Source: an optimization exercise on an open RTL-to-GDS flow (aim: small area, a short achievable clock period and few clock cycles per item). Production flows keep margins and buffers that such runs may drop.
At most, simulation tests tie the RTL to the original design; equivalence was not proved.
The flow treats the clock pin as an ideal source, which a real chip does not have.
Power is estimated from default activity; no workload was simulated.

Design lpc_encoder, start of the top module:
module lpc_encoder
(
	input wire ACLK,
	input wire ARESET_N,
	input wire[15:0] TDATA,
	input wire TVALID,
	input wire TLAST,
	input wire TUSER,
	output wire TREADY,
	output wire OUT_VALID,
	output wire OUT_LAST,
	output wire OUT_USER,
	output wire [79:0] OUT_DATA,
	input wire OUT_READY
);
Size in the first run: roughly 110 flip-flops, about 110 I/O pins, about 4000 µm² of cells after synthesis.
==> module lpc_encoder, before the edit <==
module lpc_encoder
(
	input wire ACLK,
	input wire ARESET_N,
	input wire[15:0] TDATA,
	input wire TVALID,
	input wire TLAST,
	input wire TUSER,
	output wire TREADY,
	output wire OUT_VALID,
	output wire OUT_LAST,
	output wire OUT_USER,
	output wire [79:0] OUT_DATA,
	input wire OUT_READY
);
	reg [63:0] data_reg;
	reg [7:0]  pv_reg;
	reg [7:0]  ph_reg;
	reg        user_reg, last_reg;
	reg [3:0]  slot_reg;           
	reg        valid_reg;
	reg        full_reg;           
	reg        ready_reg;          
	reg [15:0] sk_data;
	reg        sk_user, sk_last;
	wire       busy   = valid_reg & ~OUT_READY;            
	wire       take   = TVALID & ready_reg;
	wire       park   = take & busy;
	wire       wr     = (take & ~busy) | (full_reg & OUT_READY);
	wire [15:0] src   = full_reg ? sk_data : TDATA;
	wire       s_user = full_reg ? sk_user : TUSER;
	wire       s_last = full_reg ? sk_last : TLAST;
	wire       first  = full_reg | TUSER | slot_reg[0];
	wire       en0    = wr & first;
	wire       en1    = wr & ~first & slot_reg[1];
	wire       en2    = wr & ~first & slot_reg[2];
	wire       en3    = wr & ~first & slot_reg[3];
	wire [7:0] hi     = src[15:8];
	wire [7:0] lo     = src[7:0];
	always @(posedge ACLK or negedge ARESET_N) begin
		if (~ARESET_N) begin
			slot_reg  <= 4'b0001;
			valid_reg <= 1'b0;
			full_reg  <= 1'b0;
			ready_reg <= 1'b1;
		end else begin
			if (wr)
				slot_reg <= {en2, en1, en0, en3};
			valid_reg <= en3 | busy;
			full_reg  <= park | (full_reg & ~OUT_READY);
			ready_reg <= ~park & (ready_reg | OUT_READY);
		end
	end
	always @(posedge ACLK) begin
		if (ready_reg) begin
			sk_data <= TDATA;
			sk_user <= TUSER;
			sk_last <= TLAST;
		end
		if (en0) begin data_reg[15:0]  <= {lo, hi}; pv_reg[1:0] <= {^lo, ^hi}; user_reg <= s_user; end
		if (en1) begin data_reg[31:16] <= {lo, hi}; pv_reg[3:2] <= {^lo, ^hi}; end
		if (en2) begin data_reg[47:32] <= {lo, hi}; pv_reg[5:4] <= {^lo, ^hi}; end
		if (en3) begin data_reg[63:48] <= {lo, hi}; pv_reg[7:6] <= {^lo, ^hi}; end
		if (wr) begin
			ph_reg   <= (first ? 8'd0 : ph_reg) ^ hi ^ lo;
			last_reg <= (first ? 1'b0 : last_reg) | s_last;
		end
	end
	assign TREADY    = ready_reg;
	assign OUT_VALID = valid_reg;
	assign OUT_DATA  = {ph_reg, pv_reg, data_reg};
	assign OUT_USER  = user_reg;
	assign OUT_LAST  = last_reg;
endmodule
==> flow/config.mk <==
export PLATFORM = sky130hd
export DESIGN_NAME = lpc_encoder
export DESIGN_NICKNAME = lpc_encoder
export VERILOG_FILES = /design/flow/design.v
export SDC_FILE = /design/flow/constraint.sdc
export NUM_CORES = 4
export LEC_CHECK = 0
export CAP_MARGIN = 20
export CORE_MARGIN = 2
export CORE_UTILIZATION = 40
export SETUP_SLACK_MARGIN = 3.2
export SLEW_MARGIN = 20
==> flow/constraint.sdc <==
create_clock -name core_clock -period 5.0 [get_ports {ACLK}]
set_input_delay 1.0000 -clock core_clock [delete_from_list [all_inputs] [get_ports {ACLK}]]
set_output_delay 1.0000 -clock core_clock [all_outputs]
set_load 0.01 [all_outputs]
run.sh (not shown) runs the stock make flow with config.mk's settings and CLKGATE_MAP_FILE= SYNTH_SCRIPT=/design/flow/synth_recipe.tcl, a recipe that flattens the netlist after the stock synthesis.
Rerun with:
==> flow/design.v (replaced) <==
module lpc_encoder
(
	input wire ACLK,
	input wire ARESET_N,
	input wire[15:0] TDATA,
	input wire TVALID,
	input wire TLAST,
	input wire TUSER,
	output wire TREADY,
	output wire OUT_VALID,
	output wire OUT_LAST,
	output wire OUT_USER,
	output wire [79:0] OUT_DATA,
	input wire OUT_READY
);
	reg [63:0] data_reg;
	reg [7:0]  pv_reg;
	reg [7:0]  ph_reg;
	reg        user_reg, last_reg;
	reg [1:0]  cnt_reg;
	reg        valid_reg;
	wire       acc   = TVALID & TREADY;
	wire [1:0] slot  = TUSER ? 2'd0 : cnt_reg;
	wire       first = (slot == 2'd0);
	wire [7:0] hi    = TDATA[15:8];
	wire [7:0] lo    = TDATA[7:0];
	always @(posedge ACLK or negedge ARESET_N) begin
		if (~ARESET_N) begin
			cnt_reg   <= 2'd0;
			valid_reg <= 1'b0;
		end else begin
			if (acc)
				cnt_reg <= slot + 2'd1;
			valid_reg <= (acc & (slot == 2'd3)) | (valid_reg & ~OUT_READY);
		end
	end
	always @(posedge ACLK) begin
		if (acc) begin
			case (slot)
				2'd0: begin data_reg[15:0]  <= {lo, hi}; pv_reg[1:0] <= {^lo, ^hi}; end
				2'd1: begin data_reg[31:16] <= {lo, hi}; pv_reg[3:2] <= {^lo, ^hi}; end
				2'd2: begin data_reg[47:32] <= {lo, hi}; pv_reg[5:4] <= {^lo, ^hi}; end
				2'd3: begin data_reg[63:48] <= {lo, hi}; pv_reg[7:6] <= {^lo, ^hi}; end
			endcase
			ph_reg   <= (first ? 8'd0 : ph_reg) ^ hi ^ lo;
			user_reg <= first ? TUSER : user_reg;
			last_reg <= (first ? 1'b0 : last_reg) | TLAST;
		end
	end
	assign TREADY    = ~valid_reg | OUT_READY;
	assign OUT_VALID = valid_reg;
	assign OUT_DATA  = {ph_reg, pv_reg, data_reg};
	assign OUT_USER  = user_reg;
	assign OUT_LAST  = last_reg;
endmodule
Result: The new run went through all stages and came out clean. Design area drops by a quarter to a third. Core utilization rises by 0.12 points. Worst hold slack stays flat. Wire length decreases by a quarter to a third. Setup slack gets worse by 0.23 ns. Total power drops by about a fifth. Die area shrinks by a quarter to a third. Final cell count is lower by a quarter to a third. Combinational power shrinks by a quarter to a third. First-iteration DRC count drops by well over a third.
Testbench counts after the change, summed over its fixed seeds: cycles 12,808, items 3,200.
Function not checked in the first run of this note: the RTL went through the layout flow alone.


## the baseline
lpc_encoder, a different RTL version from the one above (not shown whole).
For scale: about 85 flip-flops, ~110 I/O pins.
==> module lpc_encoder, before the edit <==
module lpc_encoder
(
	input wire ACLK,
	input wire ARESET_N,
	input wire[15:0] TDATA,
	input wire TVALID,
	input wire TLAST,
	input wire TUSER,
	output wire TREADY,
	output wire OUT_VALID,
	output wire OUT_LAST,
	output wire OUT_USER,
	output wire [79:0] OUT_DATA,
	input wire OUT_READY
);
	reg [63:0] data_reg;
	reg [7:0]  pv_reg;
	reg [7:0]  ph_reg;
	reg        user_reg, last_reg;
	reg [1:0]  cnt_reg;
	reg        valid_reg;
	wire       acc   = TVALID & OUT_READY;
	wire [1:0] slot  = TUSER ? 2'd0 : cnt_reg;
	wire       first = (slot == 2'd0);
	wire [7:0] hi    = TDATA[15:8];
	wire [7:0] lo    = TDATA[7:0];
	always @(posedge ACLK or negedge ARESET_N) begin
		if (~ARESET_N) begin
			cnt_reg   <= 2'd0;
			valid_reg <= 1'b0;
		end else begin
			if (acc)
				cnt_reg <= slot + 2'd1;
			valid_reg <= (acc & (slot == 2'd3)) | (valid_reg & ~OUT_READY);
		end
	end
	always @(posedge ACLK) begin
		if (acc) begin
			case (slot)
				2'd0: begin data_reg[15:0]  <= {lo, hi}; pv_reg[1:0] <= {^lo, ^hi}; end
				2'd1: begin data_reg[31:16] <= {lo, hi}; pv_reg[3:2] <= {^lo, ^hi}; end
				2'd2: begin data_reg[47:32] <= {lo, hi}; pv_reg[5:4] <= {^lo, ^hi}; end
				2'd3: begin data_reg[63:48] <= {lo, hi}; pv_reg[7:6] <= {^lo, ^hi}; end
			endcase
			ph_reg   <= (first ? 8'd0 : ph_reg) ^ hi ^ lo;
			user_reg <= first ? TUSER : user_reg;
			last_reg <= (first ? 1'b0 : last_reg) | TLAST;
		end
	end
	assign TREADY    = OUT_READY;
	assign OUT_VALID = valid_reg;
	assign OUT_DATA  = {ph_reg, pv_reg, data_reg};
	assign OUT_USER  = user_reg;
	assign OUT_LAST  = last_reg;
endmodule
clock: 5.0 ns
lec_check: 0
cap_margin: 20
core_margin: 2
core_utilization: 65
setup_slack_margin: 2.8
slew_margin: 20
standard.sh (not shown) runs the stock make flow with config.mk's settings and CLKGATE_MAP_FILE= SYNTH_SCRIPT=/design/flow/synth_recipe.tcl, a recipe that flattens the netlist after the stock synthesis.
==> flow/flow/run.sh <==
#!/bin/bash
set -euo pipefail
export BUFFER_PORTS_ARGS="-buffer_cell sky130_fd_sc_hd__buf_1"
export CTS_ARGS="-sink_clustering_enable -repair_clock_nets -dont_use_dummy_load -buf_list sky130_fd_sc_hd__clkbuf_4"
export POST_CTS_TCL="$PWD/flow/post_cts.tcl"
bash standard.sh > standard_flow.log 2>&1
==> flow/flow/post_cts.tcl <==
# Upsize the leaf clock buffers that drive many clock pins, so that the clock
# slew at every flip-flop stays low with the small clock buffers.
set block [ord::get_db_block]
foreach inst [$block getInsts] {
  if {[[$inst getMaster] getName] ne "sky130_fd_sc_hd__clkbuf_4"} { continue }
  set sinks 0
  foreach it [$inst getITerms] {
    if {[$it isOutputSignal] && [$it getNet] ne "NULL"} {
      set sinks [expr {[llength [[$it getNet] getITerms]] - 1}]
    }
  }
  if {$sinks >= 12} {
    puts "post_cts: [$inst getName] drives $sinks pins, upsized"
    replace_cell [$inst getName] sky130_fd_sc_hd__clkbuf_8
  }
}
detailed_placement
check_placement -verbose
The baseline ran to completion and came out clean on the timing, DRC and antenna checks.
Testbench counts of the baseline, summed over its fixed seeds: cycles 12,808, items 3,200.
The following lists how the candidate was set up differently from the baseline:
==> flow/design.v <==
module lpc_encoder
(
	input wire ACLK,
	input wire ARESET_N,
	input wire[15:0] TDATA,
	input wire TVALID,
	input wire TLAST,
	input wire TUSER,
	output wire TREADY,
	output wire OUT_VALID,
	output wire OUT_LAST,
	output wire OUT_USER,
	output wire [79:0] OUT_DATA,
	input wire OUT_READY
);
	reg [63:0] data_reg;
	reg [7:0]  pv_reg;
	reg [7:0]  ph_reg;
	reg        user_reg, last_reg;
	reg [3:1]  next_reg;           
	reg        valid_reg;
	wire       acc   = TVALID & OUT_READY;
	wire       first = TUSER | ~(|next_reg);
	wire       en0   = acc & first;
	wire [3:1] en    = {3{acc & ~TUSER}} & next_reg;
	wire [7:0] hi    = TDATA[15:8];
	wire [7:0] lo    = TDATA[7:0];
	always @(posedge ACLK or negedge ARESET_N) begin
		if (~ARESET_N) begin
			next_reg  <= 3'b000;
			valid_reg <= 1'b0;
		end else begin
			if (acc)
				next_reg <= {en[2], en[1], en0};
			valid_reg <= en[3] | (valid_reg & ~OUT_READY);
		end
	end
	always @(posedge ACLK) begin
		if (en0)   begin data_reg[15:0]  <= {lo, hi}; pv_reg[1:0] <= {^lo, ^hi}; end
		if (en[1]) begin data_reg[31:16] <= {lo, hi}; pv_reg[3:2] <= {^lo, ^hi}; end
		if (en[2]) begin data_reg[47:32] <= {lo, hi}; pv_reg[5:4] <= {^lo, ^hi}; end
		if (en[3]) begin data_reg[63:48] <= {lo, hi}; pv_reg[7:6] <= {^lo, ^hi}; end
		if (acc) begin
			ph_reg   <= (first ? 8'd0 : ph_reg) ^ hi ^ lo;
			last_reg <= (first ? 1'b0 : last_reg) | TLAST;
		end
		if (en0)
			user_reg <= TUSER;
	end
	assign TREADY    = OUT_READY;
	assign OUT_VALID = valid_reg;
	assign OUT_DATA  = {ph_reg, pv_reg, data_reg};
	assign OUT_USER  = user_reg;
	assign OUT_LAST  = last_reg;
endmodule
==> comparison <==
- The candidate completed every stage of the flow, and the final layout passed the timing, DRC and antenna checks.
- Delta (the candidate minus the baseline): synthesized-area fraction occupied by and/or/nand/nor cells higher, post-synthesis average cell area rose about 3%, non-clock buffer total of the final layout now smaller.
- Async set-reset flop share out of synthesis, the candidate and the baseline: lower on the baseline
- The candidate ends up with lower global-route usage than the baseline does.
- Row worst relative slew slack: the candidate higher / the baseline lower
- In the final reports, the cell area of the candidate is larger than that of the baseline.
- Wire length for the candidate: 190 um down relative to the baseline
- The candidate can be clocked slower than the baseline.
- Standard cell core area | the candidate above the baseline
- Setup slack in the candidate is smaller than in the baseline.
- Between the baseline and the candidate, the cell count went down.
- On number of sequential cells in the layout: between the candidate and the baseline, it ends up lower for the baseline.
The RTL of the candidate was laid out without a check of its function.

==> afterwards: timing with drivers on the ports <==
In the flow no input, the clock included, has a driving cell. The finished layouts below were timed again as built, in two steps.
Step 1, drivers: a clkbuf_16 drives ACLK and a buf_2 each remaining input, both assumed.
Step 2 moves the port delays by t, midway between the first and last clock arrival at a register: inputs arrive t later, outputs are due t later. That takes back most of the time a late clock gives input paths.
a / b / c = no drivers / after step 1 / after step 2; a / b = the first two.
run	shift t [ns]	slack for setup (ns)	hold WS [ns]	worst register clock-pin slew, ns	cell pins on the clock port's net
the first run of note 1	0.383	2.893 / 2.862 / 2.627	0.557 / 0.557 / 0.557	0.10 / 0.10	1
the second run of note 1	0.370	2.664 / 2.633 / 2.633	0.554 / 0.554 / 0.554	0.08 / 0.08	1
the baseline	0.419	2.797 / 2.755 / 2.534	0.389 / 0.387 / 0.513	0.11 / 0.11	1
the candidate	0.418	2.777 / 2.755 / 2.423	0.411 / 0.407 / 0.516	0.10 / 0.10	1
After both steps every run listed still meets setup and hold. The setup slack of the candidate, which loses most, moves by -0.022 ns with the drivers and by -0.354 ns with both steps.
